This design comes from an exercise in tuning for small area, a short achievable clock period and few clock cycles on the open sky130 flow, not from production work. Only simulation tests tie the RTL to the original design; equivalence was not proved.

### config.mk
export PLATFORM = sky130hd
export DESIGN_NAME = bitcoin_hash
export DESIGN_NICKNAME = bitcoin_hash
export VERILOG_FILES = /design/flow/design.v
export SDC_FILE = /design/flow/constraint.sdc
export NUM_CORES = 4
export LEC_CHECK = 0
export CAP_MARGIN = 20
export CORE_MARGIN = 2
export CORE_UTILIZATION = 65
export PLACE_DENSITY = 0.75
export SETUP_SLACK_MARGIN = 5
export SLEW_MARGIN = 20
### constraint.sdc
create_clock -name core_clock -period 10.0 [get_ports {clk}]
set_input_delay 2.0000 -clock core_clock [delete_from_list [all_inputs] [get_ports {clk}]]
set_output_delay 2.0000 -clock core_clock [all_outputs]
set_load 0.01 [all_outputs]
### design.v
module bitcoin_hash(
  input logic clk, reset_n, start,
  input logic [31:0] message_addr, output_addr,
  output logic done, mem_we,
  output logic [15:0] mem_addr,
  output logic [31:0] mem_write_data,
  input logic [31:0] mem_read_data);
  localparam logic [2:0] S_IDLE = 3'd0, S_W0 = 3'd1, S_B0 = 3'd2, S_FF = 3'd3,
                         S_INN = 3'd4, S_OUT = 3'd5, S_FIN = 3'd6;
  localparam logic [255:0] IV = {32'h6a09e667, 32'hbb67ae85, 32'h3c6ef372, 32'ha54ff53a,
                                 32'h510e527f, 32'h9b05688c, 32'h1f83d9ab, 32'h5be0cd19};
  function automatic logic [31:0] kc(input logic [5:0] idx);
    case (idx)
      6'd0: kc = 32'hc67178f2;
      6'd1: kc = 32'h428a2f98;
      6'd2: kc = 32'h71374491;
      6'd3: kc = 32'hb5c0fbcf;
      6'd4: kc = 32'he9b5dba5;
      6'd5: kc = 32'h3956c25b;
      6'd6: kc = 32'h59f111f1;
      6'd7: kc = 32'h923f82a4;
      6'd8: kc = 32'hab1c5ed5;
      6'd9: kc = 32'hd807aa98;
      6'd10: kc = 32'h12835b01;
      6'd11: kc = 32'h243185be;
      6'd12: kc = 32'h550c7dc3;
      6'd13: kc = 32'h72be5d74;
      6'd14: kc = 32'h80deb1fe;
      6'd15: kc = 32'h9bdc06a7;
      6'd16: kc = 32'hc19bf174;
      6'd17: kc = 32'he49b69c1;
      6'd18: kc = 32'hefbe4786;
      6'd19: kc = 32'h0fc19dc6;
      6'd20: kc = 32'h240ca1cc;
      6'd21: kc = 32'h2de92c6f;
      6'd22: kc = 32'h4a7484aa;
      6'd23: kc = 32'h5cb0a9dc;
      6'd24: kc = 32'h76f988da;
      6'd25: kc = 32'h983e5152;
      6'd26: kc = 32'ha831c66d;
      6'd27: kc = 32'hb00327c8;
      6'd28: kc = 32'hbf597fc7;
      6'd29: kc = 32'hc6e00bf3;
      6'd30: kc = 32'hd5a79147;
      6'd31: kc = 32'h06ca6351;
      6'd32: kc = 32'h14292967;
      6'd33: kc = 32'h27b70a85;
      6'd34: kc = 32'h2e1b2138;
      6'd35: kc = 32'h4d2c6dfc;
      6'd36: kc = 32'h53380d13;
      6'd37: kc = 32'h650a7354;
      6'd38: kc = 32'h766a0abb;
      6'd39: kc = 32'h81c2c92e;
      6'd40: kc = 32'h92722c85;
      6'd41: kc = 32'ha2bfe8a1;
      6'd42: kc = 32'ha81a664b;
      6'd43: kc = 32'hc24b8b70;
      6'd44: kc = 32'hc76c51a3;
      6'd45: kc = 32'hd192e819;
      6'd46: kc = 32'hd6990624;
      6'd47: kc = 32'hf40e3585;
      6'd48: kc = 32'h106aa070;
      6'd49: kc = 32'h19a4c116;
      6'd50: kc = 32'h1e376c08;
      6'd51: kc = 32'h2748774c;
      6'd52: kc = 32'h34b0bcb5;
      6'd53: kc = 32'h391c0cb3;
      6'd54: kc = 32'h4ed8aa4a;
      6'd55: kc = 32'h5b9cca4f;
      6'd56: kc = 32'h682e6ff3;
      6'd57: kc = 32'h748f82ee;
      6'd58: kc = 32'h78a5636f;
      6'd59: kc = 32'h84c87814;
      6'd60: kc = 32'h8cc70208;
      6'd61: kc = 32'h90befffa;
      6'd62: kc = 32'ha4506ceb;
      6'd63: kc = 32'hbef9a3f7;
      default: kc = 32'h0;
    endcase
  endfunction
  function automatic logic [31:0] ivw(input logic [2:0] idx);
    case (idx)
      3'd1: ivw = 32'h6a09e667;
      3'd2: ivw = 32'hbb67ae85;
      3'd3: ivw = 32'h3c6ef372;
      3'd4: ivw = 32'ha54ff53a;
      3'd5: ivw = 32'h510e527f;
      3'd6: ivw = 32'h9b05688c;
      3'd7: ivw = 32'h1f83d9ab;
      default: ivw = 32'h5be0cd19;
    endcase
  endfunction
  function automatic logic [31:0] rotr(input logic [31:0] x, input int k);
    rotr = (x >> k) | (x << (32 - k));
  endfunction
  logic [2:0]  ph;
  logic [6:0]  c;
  logic [3:0]  n;
  logic [31:0] sa, sb, sc, sd, se, sf, sg, sh;
  logic [31:0] p;
  logic [31:0] w [0:15];
  logic [31:0] mid [0:7];
  logic [15:0] oaddr;
  assign mem_write_data = w[12];
  logic [31:0] bs0, bs1, ch, maj;
  logic [31:0] x1, y1, x2, y2, x3, y3, x4, y4;
  logic [31:0] newA, newE;
  assign bs1 = rotr(se, 6) ^ rotr(se, 11) ^ rotr(se, 25);
  assign ch  = (se & sf) ^ (~se & sg);
  assign bs0 = rotr(sa, 2) ^ rotr(sa, 13) ^ rotr(sa, 22);
  assign maj = (sa & sb) ^ (sa & sc) ^ (sb & sc);
  assign x1 = p ^ bs1 ^ ch;
  assign y1 = ((p & bs1) | (p & ch) | (bs1 & ch)) << 1;
  assign x2 = sd ^ x1 ^ y1;
  assign y2 = ((sd & x1) | (sd & y1) | (x1 & y1)) << 1;
  assign newE = x2 + y2;
  assign x3 = bs0 ^ x1 ^ y1;
  assign y3 = ((bs0 & x1) | (bs0 & y1) | (x1 & y1)) << 1;
  assign x4 = maj ^ x3 ^ y3;
  assign y4 = ((maj & x3) | (maj & y3) | (x3 & y3)) << 1;
  assign newA = x4 + y4;
  logic [31:0] ss0, ss1, u1, v1, u2, v2, sched;
  assign ss0 = rotr(w[1], 7) ^ rotr(w[1], 18) ^ (w[1] >> 3);
  assign ss1 = rotr(w[14], 17) ^ rotr(w[14], 19) ^ (w[14] >> 10);
  assign u1 = w[0] ^ w[9] ^ ss0;
  assign v1 = ((w[0] & w[9]) | (w[0] & ss0) | (w[9] & ss0)) << 1;
  assign u2 = u1 ^ v1 ^ ss1;
  assign v2 = ((u1 & v1) | (u1 & ss1) | (v1 & ss1)) << 1;
  assign sched = u2 + v2;
  logic [31:0] px, pk, pu, pv;
  logic f_iv, f_mid;
  assign px = f_iv ? IV[31:0] : (f_mid ? mid[7] : sg);
  assign pk = kc(c[5:0]);
  assign pu = px ^ pk ^ w[15];
  assign pv = ((px & pk) | (px & w[15]) | (pk & w[15])) << 1;
  logic [31:0] ffsum;
  assign ffsum = w[8] + ((ph == S_OUT) ? mid[0] : ivw((ph == S_FF) ? c[2:0] : 3'd1));
  logic [31:0] src;
  always_comb begin
    src = sched;
    case (ph)
      S_B0: if (c <= 7'd15) src = mem_read_data;
      S_FF: if (c >= 7'd64) src = mem_read_data;
      S_INN: begin
        if (c == 7'd2) src = mem_read_data;
        else if (c == 7'd3) src = {28'd0, n};
        else if (c == 7'd4) src = 32'h80000000;
        else if (c <= 7'd14) src = 32'd0;
        else if (c == 7'd15) src = 32'd640;
      end
      S_OUT: begin
        if (c <= 7'd7) src = ffsum;
        else if (c == 7'd8) src = 32'h80000000;
        else if (c <= 7'd14) src = 32'd0;
        else if (c == 7'd15) src = 32'd256;
        else if (c >= 7'd64) src = mem_read_data;
      end
      default: ;
    endcase
  end
  logic rnd, endc, ldmid;
  assign rnd = ((ph == S_B0) && (c >= 7'd2)) || (ph == S_INN) ||
               ((ph == S_OUT) && (c >= 7'd2) && (c <= 7'd64));
  assign endc = (c == 7'd65) && ((ph == S_B0) || (ph == S_INN) || (ph == S_OUT));
  assign ldmid = (c == 7'd65) && ((ph == S_OUT) || (ph == S_FF));
  always_ff @(posedge clk) begin
    p <= pu + pv;
    f_iv <= (c == 7'd0) && (ph == S_B0 || ph == S_OUT);
    f_mid <= (c == 7'd64) && (ph == S_OUT || ph == S_FF);
    for (int i = 0; i < 15; i++) w[i] <= w[i+1];
    w[15] <= src;
    if (endc) begin
      {w[8], w[9], w[10], w[11], w[12], w[13]} <= {newA, sa, sb, sc, newE, se};
      if (ph != S_OUT) {w[14], w[15]} <= {sf, sg};
    end
    if ((ph == S_INN && c == 7'd2) || ph == S_FIN) w[12] <= ffsum;
    if ((ph == S_FF && c <= 7'd64) || (ph == S_OUT && c <= 7'd7)) begin
      for (int i = 0; i < 7; i++) mid[i] <= mid[i+1];
      mid[7] <= (ph == S_FF) ? ffsum : mid[0];
    end
    if (rnd && !ldmid) begin
      sa <= newA; sb <= sa; sc <= sb; sd <= sc;
      se <= newE; sf <= se; sg <= sf; sh <= sg;
    end else if (ldmid) begin
      {sa, sb, sc, sd, se, sf, sg, sh} <= {mid[0], mid[1], mid[2], mid[3], mid[4], mid[5], mid[6], mid[7]};
    end else begin
      {sa, sb, sc, sd, se, sf, sg, sh} <= IV;
    end
    mem_we <= 1'b0;
    case (ph)
      S_W0: begin
        mem_addr <= mem_addr + 16'd1;
        ph <= S_B0;
        c <= 7'd0;
      end
      S_B0: begin
        if (c <= 7'd14) mem_addr <= mem_addr + 16'd1;
        if (c == 7'd65) begin
          ph <= S_FF;
          c <= 7'd57;
        end else c <= c + 7'd1;
      end
      S_FF: begin
        if (c == 7'd63 || c == 7'd64) mem_addr <= mem_addr + 16'd1;
        if (c == 7'd65) begin
          ph <= S_INN;
          c <= 7'd2;
        end else c <= c + 7'd1;
      end
      S_INN: begin
        if (c == 7'd2 && n != 4'd0) begin
          mem_addr <= oaddr;
          mem_we <= 1'b1;
          oaddr <= oaddr + 16'd1;
        end
        if (c == 7'd3) mem_addr <= {message_addr[15:4] + 12'd1, message_addr[3:0]};
        if (c == 7'd65) begin
          ph <= S_OUT;
          c <= 7'd0;
        end else c <= c + 7'd1;
      end
      S_OUT: begin
        if (c == 7'd63 || c == 7'd64) mem_addr <= mem_addr + 16'd1;
        if (c == 7'd65) begin
          if (n == 4'd15) ph <= S_FIN;
          else begin
            ph <= S_INN;
            n <= n + 4'd1;
          end
          c <= 7'd2;
        end else c <= c + 7'd1;
      end
      S_FIN: begin
        mem_addr <= oaddr;
        mem_we <= 1'b1;
        done <= 1'b1;
        ph <= S_IDLE;
      end
      default: ;
    endcase
    if (start) begin
      ph <= S_W0;
      done <= 1'b0;
      mem_we <= 1'b0;
      n <= 4'd0;
      mem_addr <= message_addr[15:0];
      oaddr <= output_addr[15:0];
    end
    if (!reset_n) begin
      ph <= S_IDLE;
      done <= 1'b0;
      mem_we <= 1'b0;
    end
  end
endmodule
### run.sh
#!/bin/bash
# synth_recipe.tcl (not shown) runs the flow's synth.tcl, then flattens the netlist and writes it again
# the make line also repeats each setting of config.mk as NAME=value (left out here)
make -C /OpenROAD-flow-scripts/flow DESIGN_CONFIG=/design/flow/config.mk WORK_HOME=/design/flow/orfs CLKGATE_MAP_FILE= SYNTH_SCRIPT=/design/flow/synth_recipe.tcl finish
==> key figures, run 1 <==
Final layout
  – Top reg by flops: w
  – Layout area overhead: 12.5%
  – Final Instance Area: 61300 sq um
  – Largest registers: w: 512 flops, mid: 256 flops
  – Nets: 6014
  – Fin cells: 6696
  – Share of cells above drive strength 1: 9.13%
  – Max FFs per register: 512

Detailed routing
  – DR vias: 44.6k
  – Antenna viol nets, final: 0
  – Router iterations before antenna repair: 8
  – Wire per inst: 30.3 um
  – DRC: 0
  – Drt initial violations: 6491
  – Final WL: 203000 um
  – Drt via density: 6.66

Worst setup path
  – CP max FO: 12
  – Critical path, cell by cell: buf_4 > nand2b_2 > or2_2 > a21oi_1 > nor2_1 > ha_1 > a211oi_1 > o211ai_1 > buf_4 > a21oi_1 > xor2_1 > o221ai_1 > o21a_1
  – Critical path capture point type: register
  – Req. time, crit path: 10610 ps
  – WP data arrival: 5820 ps
  – CP Launch Type: register
  – Largest delay share family, worst path: compound AO/OA/AOI/OAI gates
  – Worst Path Buf+Inv: 2
  – Critical path start-end classification: reg2reg
  – Crit path largest cell delay: 1040 ps
  – Slowest cell on crit path: xor2_1

Timing
  – Final hold slack: 322 ps
  – Slew HR: 7.50%
  – Pins over their slew limit: 0
  – Peak Freq: 0.192 GHz
  – TNS Setup: 0 ps
  – Final setup fails: 0
  – Final Skew: 47.0 ps
  – Slew @ Worst Pin: 1390 ps
  – Unrepaired setup endpoints after global routing: yes
  – Fin crit share: 52.1%
  – Fin crit period: 5210 ps
  – Hold Violations, Final: 0

Global routing
  – Initial antenna violation count: 7
  – Total GRT Usage: 46.3%
  – Vias in the first global route: 41.3k
  – First-pass GRT wire length: 286000 um
  – Largest net degree at the start of global routing: 160
  – Global route overflow: 0

Placement
  – Area after DPL: 56300 sq um
  – Port bufs: 116
  – Placed insts: 6455
  – Detailed placement HPWL: 149000 um
  – Gpl congestion: 1.06

Hold path
  – Worst hold path type: reg2reg

Logic synthesis
  – Top cell type's share of synthesized area: 29.8%
  – Sequential area share after synthesis: 46.0%
  – Post-synthesis cell type count: 95
  – Yosys top cell by area: dfxtp_1
  – Post-synthesis register bit count: 1106
  – Post-synth ARST share: 0%
  – Post-synth EDFFs: 295
  – Main synth FF type: dfxtp_1
  – Mapped Cells: 5521
  – Top cells by area, synth: dfxtp_1 (30%), edfxtp_1 (16%), fa_1 (8.0%), nand2_1 (5.4%), xnor2_1 (4.6%)
  – Syn nets: 6021
  – Syn_area_per_cell: 9.87 sq um
  – Syn. warnings: 3
  – Synth Cell Area: 54500 sq um

Floorplanning
  – Initial core utilization: 65.4%
  – Die width: 294 um
  – Die Footprint: 86200 sq um
  – Die Y: 294 um
  – I/O pin cnt: 149
  – Core area: 83300 sq um
  – Core Rows: 106

Clock tree
  – CTS Buf Count: 106
  – Clock-pin slew on the worst setup and hold paths: 70 ps
  – Clock Path Buffers: 3
  – TritonCTS clock tree: done
  – Later-pin clock latency in the skew report: 740 ps
  – H-tree depth: 3
  – Clk root buf: clkbuf_16
  – Hold-fix buffers at CTS: 0
  – Clk sinks: 1106

Job
  – Max_cap viols: 0

Status
  – Outcome: no timing/DRC/antenna violations
-- worst register-to-register path, cell delays in order (launching register included) --
cell	delay, ps
edfxtp_1	570
buf_4	340
nand2b_2	240
or2_2	400
a21oi_1	360
nor2_1	90
ha_1	250
a211oi_1	310
o211ai_1	120
buf_4	180
a21oi_1	210
xor2_1	1040
o221ai_1	710
o21a_1	280
-- routing by layer --
metal	GRT usage (%)	up-vias	routed length, um
li1	-	19100	-
met1	59.7	21400	73300
met2	65.1	3356	82300
met3	13.4	724	26800
met4	36.7	4	20600
met5	0	-	25
-- synth_stat cells (81+ instances only) --
library cell    n
inv_1         354
a21o_1         92
xnor2_1       284
a22o_1         81
clkbuf_1      244
nand3_1        99
xor2_1        147
nand2_1       781
o21ai_0       379
nor2_1        263
o22a_1        106
dfxtp_1       811
fa_1          218
a21oi_1       286
ha_1          183
edfxtp_1      295
-- cells in the final DEF, fill, tap and decap left out, types with 176 or more instances in the layout --
cell      Yosys  final
nor2_1      263    258
fa_1        218    214
edfxtp_1    295    295
xnor2_1     284    257
dfxtp_1     811    776
nand2_1     781    777
inv_1       354    349
ha_1        183    176
o21ai_0     379    347
a21oi_1     286    277
-- per-stage QoR --
step | utilization, % | setup WS (ps)
floorplan | - | 4410
detailed placement | 67.6 | 3480
global route | 73.6 | 4820
global placement | 67.6 | 3580
finish | 73.6 | 4790
CTS | 72.9 | 4960
-- final cells by class --
type	instances	area (sq um)
clock buffer	142	3050
tap	1080	1350
multi-input combinational	3735	27800
sequential	1106	25200
clock inverter	60	673
antenna	8	20.0
inverter	357	1340
timing repair buffer	208	1950
fill	5925	22000
-- cells by family after synthesis --
kind of cell	Yosys count	synth area share [%]
DFF	1106	46.0
adders and majority gates	405	12.3
xor gates and xnor gates	431	6.93
buffers and inverters	680	4.89
and+or+nand+nor	1420	11.3
AOI/OAI and AO/OA	1409	17.2
muxes	70	1.35
-- worst paths after layout --
| path | slack (ps) | start | cells after the start | endpoint |
|---|---|---|---|---|
| worst min-delay path | 320 | w[5][23] | 0 | w[4][23] |
| worst max-delay path | 4790 | c[0] | 13 | w[15][7] |
| worst max register to register | 4790 | c[0] | 13 | w[15][7] |
| worst min register to register | 320 | w[5][23] | 0 | w[4][23] |
-- repair_timing --
| action | CTS | global route |
|---|---|---|
| setup endpoints to repair | 126 | 100 |
| gates resized for setup | 148 | 89 |
| pin swaps | 24 | 33 |
| buffers inserted | 14 | 16 |
Testbench counts, summed over its fixed seeds: cycles 77,724.
==> inputs of run 2 (changes only) <==
--- a/design.v
+++ b/design.v
@@ -8,3 +8,3 @@
   localparam logic [2:0] S_IDLE = 3'd0, S_W0 = 3'd1, S_B0 = 3'd2, S_FF = 3'd3,
-                         S_INN = 3'd4, S_OUT = 3'd5, S_FIN = 3'd6;
+                         S_P = 3'd4, S_INN = 3'd5, S_OUT = 3'd6;
   localparam logic [255:0] IV = {32'h6a09e667, 32'hbb67ae85, 32'h3c6ef372, 32'ha54ff53a,
@@ -81,12 +81,3 @@
   function automatic logic [31:0] ivw(input logic [2:0] idx);
-    case (idx)
-      3'd1: ivw = 32'h6a09e667;
-      3'd2: ivw = 32'hbb67ae85;
-      3'd3: ivw = 32'h3c6ef372;
-      3'd4: ivw = 32'ha54ff53a;
-      3'd5: ivw = 32'h510e527f;
-      3'd6: ivw = 32'h9b05688c;
-      3'd7: ivw = 32'h1f83d9ab;
-      default: ivw = 32'h5be0cd19;
-    endcase
+    ivw = IV[255 - 32*idx -: 32];
   endfunction
@@ -98,2 +89,3 @@
   logic [3:0]  n;
+  logic        wpend;    
   logic [31:0] sa, sb, sc, sd, se, sf, sg, sh;
@@ -101,5 +93,4 @@
   logic [31:0] w [0:15];
-  logic [31:0] mid [0:7];
-  logic [15:0] oaddr;
-  assign mem_write_data = w[12];
+  logic        f_iv;     
+  assign mem_write_data = w[0];
   logic [31:0] bs0, bs1, ch, maj;
@@ -130,4 +121,3 @@
   logic [31:0] px, pk, pu, pv;
-  logic f_iv, f_mid;
-  assign px = f_iv ? IV[31:0] : (f_mid ? mid[7] : sg);
+  assign px = f_iv ? IV[31:0] : sg;
   assign pk = kc(c[5:0]);
@@ -136,3 +126,3 @@
   logic [31:0] ffsum;
-  assign ffsum = w[8] + ((ph == S_OUT) ? mid[0] : ivw((ph == S_FF) ? c[2:0] : 3'd1));
+  assign ffsum = w[8] + ((ph == S_OUT) ? w[7] : ivw((ph == S_FF) ? c[2:0] : 3'd0));
   logic [31:0] src;
@@ -142,3 +132,4 @@
       S_B0: if (c <= 7'd15) src = mem_read_data;
-      S_FF: if (c >= 7'd64) src = mem_read_data;
+      S_FF: if (c >= 7'd17) src = mem_read_data;
+      S_P: if (c >= 7'd64) src = w[8];
       S_INN: begin
@@ -160,7 +151,46 @@
   end
-  logic rnd, endc, ldmid;
-  assign rnd = ((ph == S_B0) && (c >= 7'd2)) || (ph == S_INN) ||
-               ((ph == S_OUT) && (c >= 7'd2) && (c <= 7'd64));
+  logic rnd, endc;
+  assign rnd = ((ph == S_B0) && (c >= 7'd2)) || (ph == S_INN) || ((ph == S_OUT) && (c >= 7'd2));
   assign endc = (c == 7'd65) && ((ph == S_B0) || (ph == S_INN) || (ph == S_OUT));
-  assign ldmid = (c == 7'd65) && ((ph == S_OUT) || (ph == S_FF));
+  logic        a_set, a_out;
+  logic [4:0]  a_off;
+  always_comb begin
+    a_set = 1'b1;
+    a_out = 1'b0;
+    a_off = 5'd0;
+    case (ph)
+      S_IDLE: a_off = 5'd0;
+      S_W0: a_off = 5'd1;
+      S_B0: begin
+        a_off = c[4:0] + 5'd2;
+        a_set = (c <= 7'd13);
+      end
+      S_FF: begin
+        if (c == 7'd15) a_off = 5'd16;
+        else if (c == 7'd16) a_off = 5'd17;
+        else if (c == 7'd17) a_off = 5'd7;
+        else if (c == 7'd18) a_off = 5'd6;
+        else a_off = c[4:0] - 5'd7;
+      end
+      S_P: begin
+        if (c == 7'd64) a_off = 5'd18;
+        else if (c == 7'd65) begin
+          a_out = 1'b1;
+          a_off = {1'b0, n};
+        end else a_off = 5'd63 - c[4:0];
+      end
+      S_INN: begin
+        a_off = c[4:0] - 5'd31;
+        a_set = (c >= 7'd63);
+      end
+      S_OUT: begin
+        if (c == 7'd62) a_off = 5'd16;
+        else if (c == 7'd63) a_off = 5'd17;
+        else if (c == 7'd64) a_off = 5'd7;
+        else if (c == 7'd65) a_off = 5'd6;
+        else a_off = c[4:0] + 5'd3;
+      end
+      default: ;
+    endcase
+  end
   always_ff @(posedge clk) begin
@@ -168,3 +198,2 @@
     f_iv <= (c == 7'd0) && (ph == S_B0 || ph == S_OUT);
-    f_mid <= (c == 7'd64) && (ph == S_OUT || ph == S_FF);
     for (int i = 0; i < 15; i++) w[i] <= w[i+1];
@@ -175,12 +204,10 @@
     end
-    if ((ph == S_INN && c == 7'd2) || ph == S_FIN) w[12] <= ffsum;
-    if ((ph == S_FF && c <= 7'd64) || (ph == S_OUT && c <= 7'd7)) begin
-      for (int i = 0; i < 7; i++) mid[i] <= mid[i+1];
-      mid[7] <= (ph == S_FF) ? ffsum : mid[0];
-    end
-    if (rnd && !ldmid) begin
+    if ((ph == S_FF && c <= 7'd7) || (ph == S_P && c == 7'd58)) w[7] <= ffsum;
+    if ((ph == S_INN && c == 7'd65) || (ph == S_OUT && c <= 7'd6)) w[7] <= mem_read_data;
+    if (rnd) begin
       sa <= newA; sb <= sa; sc <= sb; sd <= sc;
       se <= newE; sf <= se; sg <= sf; sh <= sg;
-    end else if (ldmid) begin
-      {sa, sb, sc, sd, se, sf, sg, sh} <= {mid[0], mid[1], mid[2], mid[3], mid[4], mid[5], mid[6], mid[7]};
+    end else if (ph == S_P) begin
+      sa <= mem_read_data; sb <= sa; sc <= sb; sd <= sc;
+      se <= sd; sf <= se; sg <= sf; sh <= sg;
     end else begin
@@ -188,2 +215,3 @@
     end
+    if (a_set) mem_addr <= (a_out ? output_addr[15:0] : message_addr[15:0]) + {11'd0, a_off};
     mem_we <= 1'b0;
@@ -191,3 +219,2 @@
       S_W0: begin
-        mem_addr <= mem_addr + 16'd1;
         ph <= S_B0;
@@ -196,6 +223,5 @@
       S_B0: begin
-        if (c <= 7'd14) mem_addr <= mem_addr + 16'd1;
         if (c == 7'd65) begin
           ph <= S_FF;
-          c <= 7'd57;
+          c <= 7'd0;
         end else c <= c + 7'd1;
@@ -203,6 +229,20 @@
       S_FF: begin
-        if (c == 7'd63 || c == 7'd64) mem_addr <= mem_addr + 16'd1;
-        if (c == 7'd65) begin
-          ph <= S_INN;
-          c <= 7'd2;
+        if (c >= 7'd7 && c <= 7'd14) mem_we <= 1'b1;
+        if (c == 7'd18) begin
+          ph <= S_P;
+          c <= 7'd58;
+        end else c <= c + 7'd1;
+      end
+      S_P: begin
+        if (c == 7'd65) begin
+          mem_we <= wpend;
+          wpend <= 1'b0;
+          if (wpend) n <= n + 4'd1;
+          if (wpend && n == 4'd15) begin
+            done <= 1'b1;
+            ph <= S_IDLE;
+          end else begin
+            ph <= S_INN;
+            c <= 7'd2;
+          end
         end else c <= c + 7'd1;
@@ -210,8 +250,2 @@
       S_INN: begin
-        if (c == 7'd2 && n != 4'd0) begin
-          mem_addr <= oaddr;
-          mem_we <= 1'b1;
-          oaddr <= oaddr + 16'd1;
-        end
-        if (c == 7'd3) mem_addr <= {message_addr[15:4] + 12'd1, message_addr[3:0]};
         if (c == 7'd65) begin
@@ -222,17 +256,7 @@
       S_OUT: begin
-        if (c == 7'd63 || c == 7'd64) mem_addr <= mem_addr + 16'd1;
-        if (c == 7'd65) begin
-          if (n == 4'd15) ph <= S_FIN;
-          else begin
-            ph <= S_INN;
-            n <= n + 4'd1;
-          end
-          c <= 7'd2;
-        end else c <= c + 7'd1;
-      end
-      S_FIN: begin
-        mem_addr <= oaddr;
-        mem_we <= 1'b1;
-        done <= 1'b1;
-        ph <= S_IDLE;
+        if (c == 7'd65) begin
+          ph <= S_P;
+          c <= 7'd58;
+          wpend <= 1'b1;
+        end else c <= c + 7'd1;
       end
@@ -245,4 +269,4 @@
       n <= 4'd0;
+      wpend <= 1'b0;
       mem_addr <= message_addr[15:0];
-      oaddr <= output_addr[15:0];
     end
==> key figures, run 2 <==
Status
  – Outcome: no timing/DRC/antenna violations (unchanged)

Timing
  – Fin crit share: 53.4% (was 52.1%)
  – Slew @ Worst Pin: 1080 ps (was 1390 ps)
  – Final Skew: 40.0 ps (was 47.0 ps)
  – TNS Setup: 0 ps (unchanged)
  – Fin crit period: 5340 ps (was 5210 ps)
  – Hold Violations, Final: 0 (unchanged)
  – Final setup fails: 0 (unchanged)
  – Unrepaired setup endpoints after global routing: yes (unchanged)
  – Slew HR: 27.2% (was 7.50%)
  – Pins over their slew limit: 0 (unchanged)
  – Peak Freq: 0.187 GHz (was 0.192 GHz)

Worst setup path
  – Reg2reg end: w[8][31] (was w[15][7])
  – Critical path capture point type: register (unchanged)
  – Critical path start-end classification: reg2reg (unchanged)
  – Worst R2R Setup Slack: 4660 ps (was 4790 ps)
  – WP data arrival: 5870 ps (was 5820 ps)
  – CP Launch Type: register (unchanged)
  – R2R depth: 19 (was 13)
  – Reg2reg start: se[11] (was c[0])
  – Req. time, crit path: 10530 ps (was 10610 ps)
  – CP max FO: 6 (was 12)

Logic synthesis
  – Sequential area share after synthesis: 36.8% (was 46.0%)
  – Synth Cell Area: 46100 sq um (was 54500 sq um)
  – Mapped Cells: 5024 (was 5521)
  – Syn_area_per_cell: 9.17 sq um (was 9.87 sq um)
  – Top cells by area, synth: dfxtp_1 (35%), fa_1 (9.5%), ha_1 (5.3%), xnor2_1 (5.0%), o21ai_0 (4.0%) (was dfxtp_1 (30%), edfxtp_1 (16%), fa_1 (8.0%), nand2_1 (5.4%), xnor2_1 (4.6%))
  – Cell with the most instances after synthesis: dfxtp_1 (unchanged)
  – Post-synth ARST share: 0% (unchanged)
  – Syn nets: 5538 (was 6021)
  – Commonest cells in the netlist: dfxtp_1 (811), nand2_1 (443), o21ai_0 (371) (was dfxtp_1 (811), nand2_1 (781), o21ai_0 (379))
  – Top cell type's share of synthesized area: 35.3% (was 29.8%)
  – Yosys top cell by area: dfxtp_1 (unchanged)
  – Main synth FF type: dfxtp_1 (unchanged)
  – Syn. warnings: 3 (unchanged)
  – Post-synthesis register bit count: 834 (was 1106)
  – Post-synthesis cell type count: 93 (was 95)
  – Post-synth EDFFs: 23 (was 295)

Detailed routing
  – Metal1 wirelength: 63300 um (was 73300 um)
  – WL met3: 21400 um (was 26800 um)
  – Met2 Routed Length: 71900 um (was 82300 um)
  – Router iterations before antenna repair: 8 (unchanged)
  – DR vias: 39.7k (was 44.6k)
  – Highest metal used: met5 (unchanged)
  – Wire per inst: 28.5 um (was 30.3 um)
  – Drt initial violations: 5630 (was 6491)
  – DRC: 0 (unchanged)
  – Antenna viol nets, final: 0 (unchanged)
  – Drt via density: 6.59 (was 6.66)
  – Final WL: 172000 um (was 203000 um)

Global routing
  – Global route overflow: 0 (unchanged)
  – Initial antenna violation count: 6 (was 7)
  – Largest net degree at the start of global routing: 170 (was 160)
  – First-pass GRT wire length: 247000 um (was 286000 um)
  – Total GRT Usage: 45.8% (was 46.3%)
  – Vias in the first global route: 37.9k (was 41.3k)

Final layout
  – Top reg by flops: w (unchanged)
  – Layout area overhead: 13.6% (was 12.5%)
  – Share of cells above drive strength 1: 14.5% (was 9.13%)
  – Register Area: 17000 sq um (was 25200 sq um)
  – Nets: 5538 (was 6014)
  – Max FFs per register: 512 (unchanged)
  – Commonest cells after routing, fill and taps aside: dfxtp_1 (779), nand2_1 (436), o21ai_0 (345) (was nand2_1 (777), dfxtp_1 (776), inv_1 (349))
  – Final Instance Area: 52300 sq um (was 61300 sq um)
  – Commonest non-fill, non-tap cell in the layout: dfxtp_1 (was nand2_1)
  – Area of the multi-input gates: 28200 sq um (was 27800 sq um)
  – Filler cells: 5026 (was 5925)

Placement
  – Gpl congestion: 1.07 (was 1.06)
  – Area after DPL: 47700 sq um (was 56300 sq um)
  – Port bufs: 116 (unchanged)
  – Detailed placement HPWL: 128000 um (was 149000 um)

Floorplanning
  – Core Rows: 97 (was 106)
  – Die Footprint: 73000 sq um (was 86200 sq um)
  – Die Y: 270 um (was 294 um)
  – I/O pin cnt: 149 (unchanged)
  – Initial core utilization: 65.8% (was 65.4%)
  – Die width: 270 um (was 294 um)
  – Core area: 70000 sq um (was 83300 sq um)

Clock tree
  – Clk sinks: 834 (was 1106)
  – Clock-pin slew on the worst setup and hold paths: 70 ps (about the same)
  – CTS Buf Count: 81 (was 106)
  – TritonCTS clock tree: done (unchanged)
  – H-tree depth: 3 (unchanged)
  – Clock Path Buffers: 3 (unchanged)
  – Hold-fix buffers at CTS: 0 (unchanged)
  – Clk root buf: clkbuf_16 (unchanged)
  – Later-pin clock latency in the skew report: 680 ps (was 740 ps)

Hold path
  – Hold Path Cell Cnt: 0 (unchanged)
  – Worst hold path type: reg2reg (unchanged)
  – Hold Path Sink: w[2][22] (was w[4][23])
  – Hold path start: w[3][22] (was w[5][23])

Job
  – Max_cap viols: 0 (unchanged)
[run 2: cell types whose count changed after synthesis, sizes merged, moves of 35 or more]
| cell | previous run | this run |
|---|---|---|
| mux2 | 7 | 137 |
| a22o | 81 | 5 |
| edfxtp | 295 | 23 |
| nand2 | 783 | 444 |
| inv | 356 | 297 |
| nor2b | 32 | 107 |
| o22a | 106 | 13 |
| or2 | 23 | 100 |
| a21oi | 289 | 324 |
[run 2: logic make-up (layout without fill, tap and decap cells)]
group / count (synthesis) / after routing / share of synthesized area [%]
multiplexers: 206 / 206 / 4.88
AND/OR/NAND/NOR: 1256 / 1256 / 12.9
XOR/XNOR: 402 / 402 / 7.68
AO/OA/AOI/OAI: 1302 / 1303 / 17.8
adder cells (fa/ha/maj): 422 / 422 / 15.0
other: 0 / 5 / 0
flip-flops: 834 / 834 / 36.8
buffers and inverters: 602 / 662 / 5.02
[run 2: timing repair]
action / in CTS / in global routing
endpoints found under the setup margin: 165 / 119
pin swaps: 61 / 55
gates cloned: 0 / 1
buffers inserted: 28 / 21
gates resized for setup: 178 / 159
[run 2: critical path, stage by stage, from the launching register on]
cell and delay, ps:
dfxtp_4 450, xor2_1 280, xnor2_2 170, fa_2 400, fa_1 560, inv_2 40, fa_1 490, ha_2 200
inv_2 40, fa_2 370, nor2b_4 160, o2111ai_4 160, and3_4 220, or3b_4 420, o21ai_4 230, a221o_1 270
a41oi_2 150, a211o_1 340, xnor2_2 160, o21ai_1 80
[run 2: final cells by class]
cell class,instances,share of cell area (%)
multi-input combinational,3589,54.0
sequential,834,32.5
clock buffer,103,4.24
timing repair buffer,217,3.86
tap,940,2.25
inverter,301,2.19
clock inverter,41,0.935
antenna,5,0.0239
[run 2: how the worst max path moves through the flow]
stage	start	endpoint	depth (start not counted)	slack, ps
after CTS	se[26]	w[8][31]	19	4630
after detailed placement	ph[0]	w[7][30]	22	3240
after global placement	ph[0]	w[7][30]	22	3300
after global routing	se[11]	w[8][23]	19	4560
final	se[11]	w[8][31]	19	4660
after floorplan	se[12]	w[8][31]	20	5020
[run 2: routing by layer]
metal,track usage (%),vias up
met2,67.4,2804
met3,12.3,755
met5,0,-
met1,58.5,18900
li1,-,17300
met4,32.5,4
[run 2: through the flow]
step                      hold slack (ps)  instances  worst slack, ps  util, %
final                                 307       6030             4660     74.7
after global routing                  324       6026             4560     74.7
after floorplan                       310       5024             5020        -
after global placement                310       5831             3300     68.2
after detailed placement              312       5831             3240     68.2
after CTS                             310       6003             4630     73.4
Testbench counts of run 2, summed over its fixed seeds: cycles 82,944.
==> inputs of run 3 (changes only) <==
--- a/config.mk
+++ b/config.mk
@@ -7,2 +7,3 @@
 export LEC_CHECK = 0
+export ABC_AREA = 1
 export CAP_MARGIN = 20
@@ -10,2 +11,4 @@
 export CORE_UTILIZATION = 65
+export CTS_CLUSTER_DIAMETER = 60
+export CTS_CLUSTER_SIZE = 30
 export PLACE_DENSITY = 0.75
==> key figures, run 3 <==
Timing
  – Hold Violations, Final: 0 (unchanged)
  – Slew HR: 21.5% (was 27.2%)
  – Pins over their slew limit: 0 (unchanged)
  – Final setup fails: 0 (unchanged)
  – TNS Setup: 0 ps (unchanged)
  – Fin crit share: 50.1% (was 53.4%)
  – Unrepaired setup endpoints after global routing: yes (unchanged)
  – Slew @ Worst Pin: 1180 ps (was 1080 ps)
  – Fin crit period: 5010 ps (was 5340 ps)
  – Final Skew: 61.4 ps (was 40.0 ps)
  – Peak Freq: 0.200 GHz (was 0.187 GHz)

Clock tree
  – Hold-fix buffers at CTS: 0 (unchanged)
  – Clock-pin slew on the worst setup and hold paths: 100 ps (was 70 ps)
  – Clk root buf: clkbuf_16 (unchanged)
  – Clock Path Buffers: 3 (unchanged)
  – Clk sinks: 834 (unchanged)
  – Later-pin clock latency in the skew report: 720 ps (was 680 ps)
  – CTS Buf Count: 54 (was 81)
  – TritonCTS clock tree: done (unchanged)
  – H-tree depth: 2 (was 3)

Worst setup path
  – Req. time, crit path: 10570 ps (was 10530 ps)
  – Crit path from: w[1][20] (was se[11])
  – Critical path capture point type: register (unchanged)
  – Largest delay share family, worst path: simple AND/OR/NAND/NOR gates (was adder cells)
  – Worst Path Buf+Inv: 2 (unchanged)
  – CP Launch Type: register (unchanged)
  – Reg2reg start: w[1][20] (was se[11])
  – Critical path start-end classification: reg2reg (unchanged)
  – CP max FO: 4 (was 6)
  – Slowest cell on crit path: xnor2_1 (was fa_1)
  – Crit-path most repeated cell: nand2_1
  – WP data arrival: 5580 ps (was 5870 ps)
  – Critical path, cell by cell: xnor2_1 > xor2_1 > inv_1 > fa_1 > fa_1 > ha_1 > or2_2 > and2_1 > nand2_1 > nand2_1 > xnor2_1 > nand2_1 > o21ai_0 > nand2_1 > nand3_1 > nand2_1 > nand2_1 > nand3b_1 > nand2_1 > inv_1 (was xor2_1 > xnor2_2 > fa_2 > fa_1 > inv_2 > fa_1 > ha_2 > inv_2 > fa_2 > nor2b_4 > o2111ai_4 > and3_4 > or3b_4 > o21ai_4 > a221o_1 > a41oi_2 > a211o_1 > xnor2_2 > o21ai_1)
  – Crit path largest cell delay: 680 ps (was 560 ps)

Logic synthesis
  – Cell with the most instances after synthesis: nand2_1 (was dfxtp_1)
  – Syn nets: 6927 (was 5538)
  – Post-synth ARST share: 0% (unchanged)
  – Yosys top cell by area: dfxtp_1 (unchanged)
  – Main synth FF type: dfxtp_1 (unchanged)
  – Commonest cells in the netlist: nand2_1 (1496), inv_1 (919), dfxtp_1 (811) (was dfxtp_1 (811), nand2_1 (443), o21ai_0 (371))
  – Syn_area_per_cell: 7.49 sq um (was 9.17 sq um)
  – Syn. warnings: 3 (unchanged)
  – Mapped Cells: 6413 (was 5024)
  – Top cells by area, synth: dfxtp_1 (34%), nand2_1 (12%), fa_1 (9.1%), inv_1 (7.2%), o21ai_0 (6.2%) (was dfxtp_1 (35%), fa_1 (9.5%), ha_1 (5.3%), xnor2_1 (5.0%), o21ai_0 (4.0%))
  – Post-synthesis register bit count: 834 (unchanged)
  – Top cell type's share of synthesized area: 33.8% (was 35.3%)
  – Sequential area share after synthesis: 35.3% (was 36.8%)
  – Post-synth EDFFs: 23 (unchanged)
  – Post-synthesis cell type count: 60 (was 93)
  – Synth Cell Area: 48000 sq um (was 46100 sq um)

Detailed routing
  – Final WL: 186000 um (was 172000 um)
  – Wire per inst: 25.1 um (was 28.5 um)
  – DRC: 0 (unchanged)
  – Antenna viol nets, final: 0 (unchanged)
  – DR vias: 46.0k (was 39.7k)
  – Drt via density: 6.20 (was 6.59)
  – Router iterations before antenna repair: 11 (was 8)
  – Drt initial violations: 7059 (was 5630)

Final layout
  – Nets: 6927 (was 5538)
  – Fin cells: 7419 (was 6030)
  – Final Instance Area: 52400 sq um (was 52300 sq um)
  – Max FFs per register: 512 (unchanged)
  – Commonest non-fill, non-tap cell in the layout: nand2_1 (was dfxtp_1)
  – Commonest cells after routing, fill and taps aside: nand2_1 (1485), inv_1 (915), dfxtp_1 (797) (was dfxtp_1 (779), nand2_1 (436), o21ai_0 (345))
  – Top reg by flops: w (unchanged)
  – Layout area overhead: 9.19% (was 13.6%)
  – Share of cells above drive strength 1: 4.58% (was 14.5%)

Global routing
  – Global route overflow: 0 (unchanged)
  – Vias in the first global route: 42.5k (was 37.9k)
  – Largest net degree at the start of global routing: 185 (was 170)
  – Total GRT Usage: 48.0% (was 45.8%)
  – First-pass GRT wire length: 267000 um (was 247000 um)
  – Initial antenna violation count: 12 (was 6)

Floorplanning
  – Core area: 73100 sq um (was 70000 sq um)
  – Die Footprint: 76000 sq um (was 73000 sq um)
  – Core Rows: 99 (was 97)
  – I/O pin cnt: 149 (unchanged)
  – Die Y: 276 um (was 270 um)
  – Die width: 276 um (was 270 um)
  – Initial core utilization: 65.7% (was 65.8%)

Hold path
  – Worst hold path type: reg2reg (unchanged)
  – Hold path start: w[6][22] (was w[3][22])

Placement
  – Detailed placement HPWL: 144000 um (was 128000 um)
  – Placed insts: 7292 (was 5831)
  – Area after DPL: 49700 sq um (was 47700 sq um)
  – Gpl congestion: 1.16 (was 1.07)
  – Port bufs: 116 (unchanged)

Job
  – Max_cap viols: 0 (unchanged)

Status
  – Outcome: no timing/DRC/antenna violations (unchanged)
-- run 3: changes by cell type after synthesis, sizes merged, moves of 45 or more --
| cell | previous run | this run |
|---|---|---|
| inv | 297 | 941 |
| or2 | 100 | 30 |
| clkbuf | 245 | 172 |
| nand3 | 79 | 364 |
| nor2b | 107 | 0 |
| a21oi | 324 | 275 |
| o21ai | 386 | 618 |
| xor2 | 139 | 184 |
| a21o | 116 | 21 |
| mux2 | 137 | 0 |
| mux2i | 68 | 0 |
| xnor2 | 262 | 174 |
| nor2 | 291 | 470 |
| nand2 | 444 | 1505 |
-- run 3: area by class of cell --
cell class | instances | area [sq um]
antenna | 2 | 5.00
clock buffer | 55 | 1360
clock inverter | 46 | 916
fill | 5768 | 20700
inverter | 947 | 3580
multi-input combinational | 4405 | 26800
sequential | 834 | 16900
tap | 959 | 1200
timing repair buffer | 171 | 1570
-- run 3: cell families after synthesis --
logic type	share of synthesized area (%)
simple gates	21.4
buf+inv	9.40
fa+ha+maj	14.2
compound gates	13.2
xor+xnor	6.53
flops	35.3
-- run 3: worst register-to-register path, delay by kind of cell (launching register included) --
kind / cells / cell delay [ps]
compound gates: 1 / 180
xor+xnor: 3 / 1200
fa+ha+maj: 3 / 1240
buf+inv: 2 / 160
flops: 1 / 490
simple gates: 11 / 1590
-- run 3: stage by stage --
step | worst slack (ps) | hold slack, ps | utilization [%]
after floorplan | 5460 | 310 | -
after global placement | 4220 | 310 | 68.0
after detailed placement | 4140 | 312 | 68.0
after CTS | 5010 | 327 | 71.3
after global routing | 4870 | 335 | 71.7
final | 4990 | 328 | 71.7
-- run 3: timing repair --
| item | 4_1_cts | 5_1_grt |
|---|---|---|
| setup buffers | 2 | 21 |
| gates resized for setup | 30 | 43 |
| hold endpoints to repair | 0 | 0 |
| cloned | 0 | 1 |
| pin swaps | 1 | 10 |
| endpoints found under the setup margin | 88 | 63 |
-- run 3: worst paths after layout --
| check | to | slack, ps | cells after the start |
|---|---|---|---|
| setup reg to reg | w[15][8] | 4990 | 20 |
| hold / removal | w[5][22] | 330 | 0 |
| setup / recovery | w[15][8] | 4990 | 20 |
| hold reg to reg | w[5][22] | 330 | 0 |
-- run 3: per-layer routing --
layer	part of all wire, %	vias up	track usage (%)
met2	40	3466	68.3
li1	-	20400	-
met1	36	21300	59.8
met3	15	881	18.3
met4	9.2	12	33.8
met5	0.045	-	0
==> inputs of run 4 (changes only) <==
==> flow/run.sh (new file) <==
#!/bin/bash
# The standard layout (standard.sh: the standard synthesis and ORFS flow
# with config.mk's settings), with only the setup repair's slack margin
# raised to 5.5 ns: repair_timing then works the paths down toward 4.5 ns.
# The clock, the constraints and every other step are the standard ones.
# The whole make output goes to standard_flow.log in the work folder.
set -euo pipefail
cd "$(dirname "$0")/.."
bash standard.sh SETUP_SLACK_MARGIN=5.5 finish > standard_flow.log 2>&1
==> standard.sh (new file) <==
#!/bin/bash
# synth_recipe.tcl (not shown) runs the flow's synth.tcl, then flattens the netlist and writes it again
# the make line also repeats each setting of config.mk as NAME=value (left out here)
make -C /OpenROAD-flow-scripts/flow DESIGN_CONFIG=/design/flow/config.mk WORK_HOME=/design/flow/orfs CLKGATE_MAP_FILE= SYNTH_SCRIPT=/design/flow/synth_recipe.tcl "${@:-finish}"
--- a/config.mk
+++ b/config.mk
@@ -14,3 +14,2 @@
 export PLACE_DENSITY = 0.75
-export SETUP_SLACK_MARGIN = 5
 export SLEW_MARGIN = 20
removed: run.sh
==> key figures, run 4 <==
Status
  – Outcome: no timing/DRC/antenna violations (unchanged)

Logic synthesis
  – Top cell type's share of synthesized area: 33.8% (unchanged)
  – Synth Cell Area: 48000 sq um (unchanged)
  – Post-synth EDFFs: 23 (unchanged)
  – Sequential area share after synthesis: 35.3% (unchanged)
  – Yosys top cell by area: dfxtp_1 (unchanged)
  – Commonest cells in the netlist: nand2_1 (1496), inv_1 (919), dfxtp_1 (811) (unchanged)
  – Syn. warnings: 3 (unchanged)
  – Post-synthesis register bit count: 834 (unchanged)
  – Main synth FF type: dfxtp_1 (unchanged)
  – Post-synth ARST share: 0% (unchanged)
  – Post-synthesis cell type count: 60 (unchanged)
  – Syn nets: 6927 (unchanged)
  – Cell with the most instances after synthesis: nand2_1 (unchanged)
  – Top cells by area, synth: dfxtp_1 (34%), nand2_1 (12%), fa_1 (9.1%), inv_1 (7.2%), o21ai_0 (6.2%) (unchanged)
  – Syn_area_per_cell: 7.49 sq um (unchanged)
  – Mapped Cells: 6413 (unchanged)

Hold path
  – Hold Path Sink: w[2][11] (was w[5][22])
  – Hold path start: w[3][11] (was w[6][22])
  – Worst hold path type: reg2reg (unchanged)
  – Hold Path Cell Cnt: 0 (unchanged)

Timing
  – Final hold slack: 320 ps (was 328 ps)
  – Pins over their slew limit: 0 (unchanged)
  – Slew @ Worst Pin: 1180 ps (about the same)
  – Slew HR: 20.9% (was 21.5%)
  – Hold Violations, Final: 0 (unchanged)
  – TNS Setup: 0 ps (unchanged)
  – Fin crit period: 4620 ps (was 5010 ps)
  – Unrepaired setup endpoints after global routing: yes (unchanged)
  – Final Skew: 59.8 ps (was 61.4 ps)
  – Peak Freq: 0.216 GHz (was 0.200 GHz)
  – Fin crit share: 46.2% (was 50.1%)
  – Final setup fails: 0 (unchanged)

Placement
  – Detailed placement HPWL: 143000 um (was 144000 um)
  – Gpl congestion: 1.14 (was 1.16)
  – Port bufs: 116 (unchanged)
  – Area after DPL: 49700 sq um (about the same)

Detailed routing
  – Antenna viol nets, final: 0 (unchanged)
  – DR vias: 46.2k (was 46.0k)
  – Final WL: 189000 um (was 186000 um)
  – Wire per inst: 25.4 um (was 25.1 um)
  – Drt initial violations: 7011 (was 7059)
  – Drt via density: 6.21 (was 6.20)
  – Router iterations before antenna repair: 9 (was 11)
  – DRC: 0 (unchanged)

Worst setup path
  – Req. time, crit path: 10550 ps (was 10570 ps)
  – Worst R2R Setup Slack: 5380 ps (was 4990 ps)
  – Reg2reg end: sa[21] (was w[15][8])
  – WP data arrival: 5170 ps (was 5580 ps)
  – Critical path capture point type: register (unchanged)
  – Reg2reg start: se[26] (was w[1][20])
  – R2R depth: 23 (was 20)
  – CP max FO: 6 (was 4)
  – Critical path start-end classification: reg2reg (unchanged)
  – CP Launch Type: register (unchanged)

Final layout
  – Final Instance Area: 53700 sq um (was 52400 sq um)
  – Top reg by flops: w (unchanged)
  – Area of the multi-input gates: 27900 sq um (was 26800 sq um)
  – Max FFs per register: 512 (unchanged)
  – Register Area: 17100 sq um (was 16900 sq um)
  – Share of cells above drive strength 1: 8.17% (was 4.58%)
  – Filler cells: 5628 (was 5768)
  – Commonest cells after routing, fill and taps aside: nand2_1 (1456), inv_1 (903), dfxtp_1 (758) (was nand2_1 (1485), inv_1 (915), dfxtp_1 (797))
  – Commonest non-fill, non-tap cell in the layout: nand2_1 (unchanged)
  – Nets: 6943 (was 6927)
  – Layout area overhead: 11.9% (was 9.19%)

Clock tree
  – Later-pin clock latency in the skew report: 730 ps (was 720 ps)
  – Clock Path Buffers: 3 (unchanged)
  – Clk root buf: clkbuf_16 (unchanged)
  – CTS Buf Count: 55 (was 54)
  – Clk sinks: 834 (unchanged)
  – TritonCTS clock tree: done (unchanged)
  – Hold-fix buffers at CTS: 0 (unchanged)
  – Clock-pin slew on the worst setup and hold paths: 110 ps (was 100 ps)
  – H-tree depth: 2 (unchanged)

Floorplanning
  – Core area: 73100 sq um (unchanged)
  – Core Rows: 99 (unchanged)
  – Die Y: 276 um (unchanged)
  – I/O pin cnt: 149 (unchanged)
  – Initial core utilization: 65.7% (unchanged)
  – Die width: 276 um (unchanged)
  – Die Footprint: 76000 sq um (unchanged)

Job
  – Max_cap viols: 0 (unchanged)

Global routing
  – Vias in the first global route: 43.0k (was 42.5k)
  – Global route overflow: 0 (unchanged)
  – Initial antenna violation count: 13 (was 12)
  – Largest net degree at the start of global routing: 177 (was 185)
  – First-pass GRT wire length: 269000 um (was 267000 um)
  – Total GRT Usage: 48.4% (was 48.0%)
==> run 4: cell types whose count changed in the layout (fill, tap and decap cells not counted), sizes merged <==
cell and delta:
buf +14, clkinv -1, inv +2, bufinv -3, nand3 -1, clkbuf +5
clkinvlp -2, diode +5
==> run 4: critical path: stages, from the launching register on <==
cell,delay [ps]
dfxtp_4,400
xnor2_4,230
xor2_4,240
fa_1,500
fa_1,550
inv_2,50
fa_1,540
ha_2,190
inv_2,40
fa_2,410
o21ai_4,210
nand2_2,100
nand2_4,120
inv_4,40
o21ai_4,140
nand2_2,80
nand2_4,100
nand2_2,50
nand2_2,80
nand2_2,50
nand2_1,70
nand2_1,60
nand3_1,80
o21ai_1,90
==> run 4: stage by stage <==
stage / worst slack [ps] / utilization [%] / instances
after floorplan: 5570 / - / 6413
after CTS: 5480 / 72.0 / 7402
after global placement: 4230 / 68.1 / 7292
after detailed placement: 4110 / 68.1 / 7292
after global routing: 5250 / 73.5 / 7431
final: 5380 / 73.5 / 7438
==> run 4: repair_timing <==
| item | CTS | global route |
|---|---|---|
| pin swaps | 22 | 69 |
| resized for setup | 149 | 237 |
| setup endpoints to repair | 169 | 120 |
| gates cloned | 0 | 1 |
| setup buffers | 10 | 27 |
==> run 4: kinds of logic (layout without fill, tap and decap cells) <==
family	count (synthesis)	after routing	share of synthesized area, %
DFF	834	834	35.3
buffers and inverters	1175	1234	9.40
other	0	7	0
adders and majority gates	415	415	14.2
and+or+nand+nor	2491	2491	21.4
xor gates and xnor gates	358	358	6.53
AOI/OAI and AO/OA	1140	1140	13.2
==> run 4: layer usage <==
metal	vias up	wire, um	share of wire (%)	track usage [%]
met5	-	149	0.079	0.376
met4	16	17600	9.3	36.6
met3	882	29000	15	18.1
met2	3496	75700	40	67.5
met1	21400	66500	35	60.5
li1	20400	-	-	-
==> run 4: worst max-delay path by stage <==
stage	slack (ps)	end	from	cells past startpoint
2_1_floorplan	5570	sa[21]	se[12]	24
3_3_place_gp	4230	w[15][28]	ph[0]	27
3_5_place_dp	4110	w[15][28]	ph[0]	27
4_1_cts	5480	sa[23]	se[12]	19
5_1_grt	5250	sa[21]	se[26]	23
6_report	5380	sa[21]	se[26]	23
==> run 4: area by class of cell <==
type / count / share of cell area (%)
Timing Repair Buffer: 186 / 3.26
Sequential cell: 834 / 31.7
Antenna cell: 7 / 0.0326
Clock buffer: 59 / 2.65
Tap cell: 959 / 2.23
Clock inverter: 41 / 1.53
Inverter: 947 / 6.69
Multi-Input combinational cell: 4404 / 51.9
Timing Repair inverter: 1 / 0.00932

==> static timing again, ports no longer ideal <==
The flow's constraints put no driver on any port. The routed layouts listed below were extracted and timed again, unchanged, in two steps. Step 1: set_driving_cell puts a clkbuf_16 on clk and a buf_2 on each other input, an assumption about the parent block. Step 2 adds t to the input delays and takes it off the output delays; t is the mean of the earliest and latest rising clock arrival at the registers after step 1. Input paths then give back, and output paths get back, about the clock's delay inside the block. Three values: no drivers, after step 1, after step 2; two values: the first two.
run	t, ns	setup slack, ns	worst hold slack (ns)	worst register clock-pin slew, ns	worst data-port slew with drivers (ns)
run 1	0.790	4.794 / 4.794 / 4.794	0.322 / 0.322 / 0.322	0.07 / 0.07	0.06
run 2	0.726	4.664 / 4.664 / 4.664	0.307 / 0.307 / 0.307	0.07 / 0.07	0.05
run 3	0.766	4.991 / 4.991 / 4.991	0.328 / 0.328 / 0.328	0.11 / 0.11	0.04
run 4	0.766	5.376 / 5.376 / 5.018	0.320 / 0.320 / 0.320	0.11 / 0.11	0.05
After both steps setup and hold are still met in every run listed. The setup slack of run 4, which loses most, moves by 0.000 ns with the drivers and by -0.358 ns with both steps.
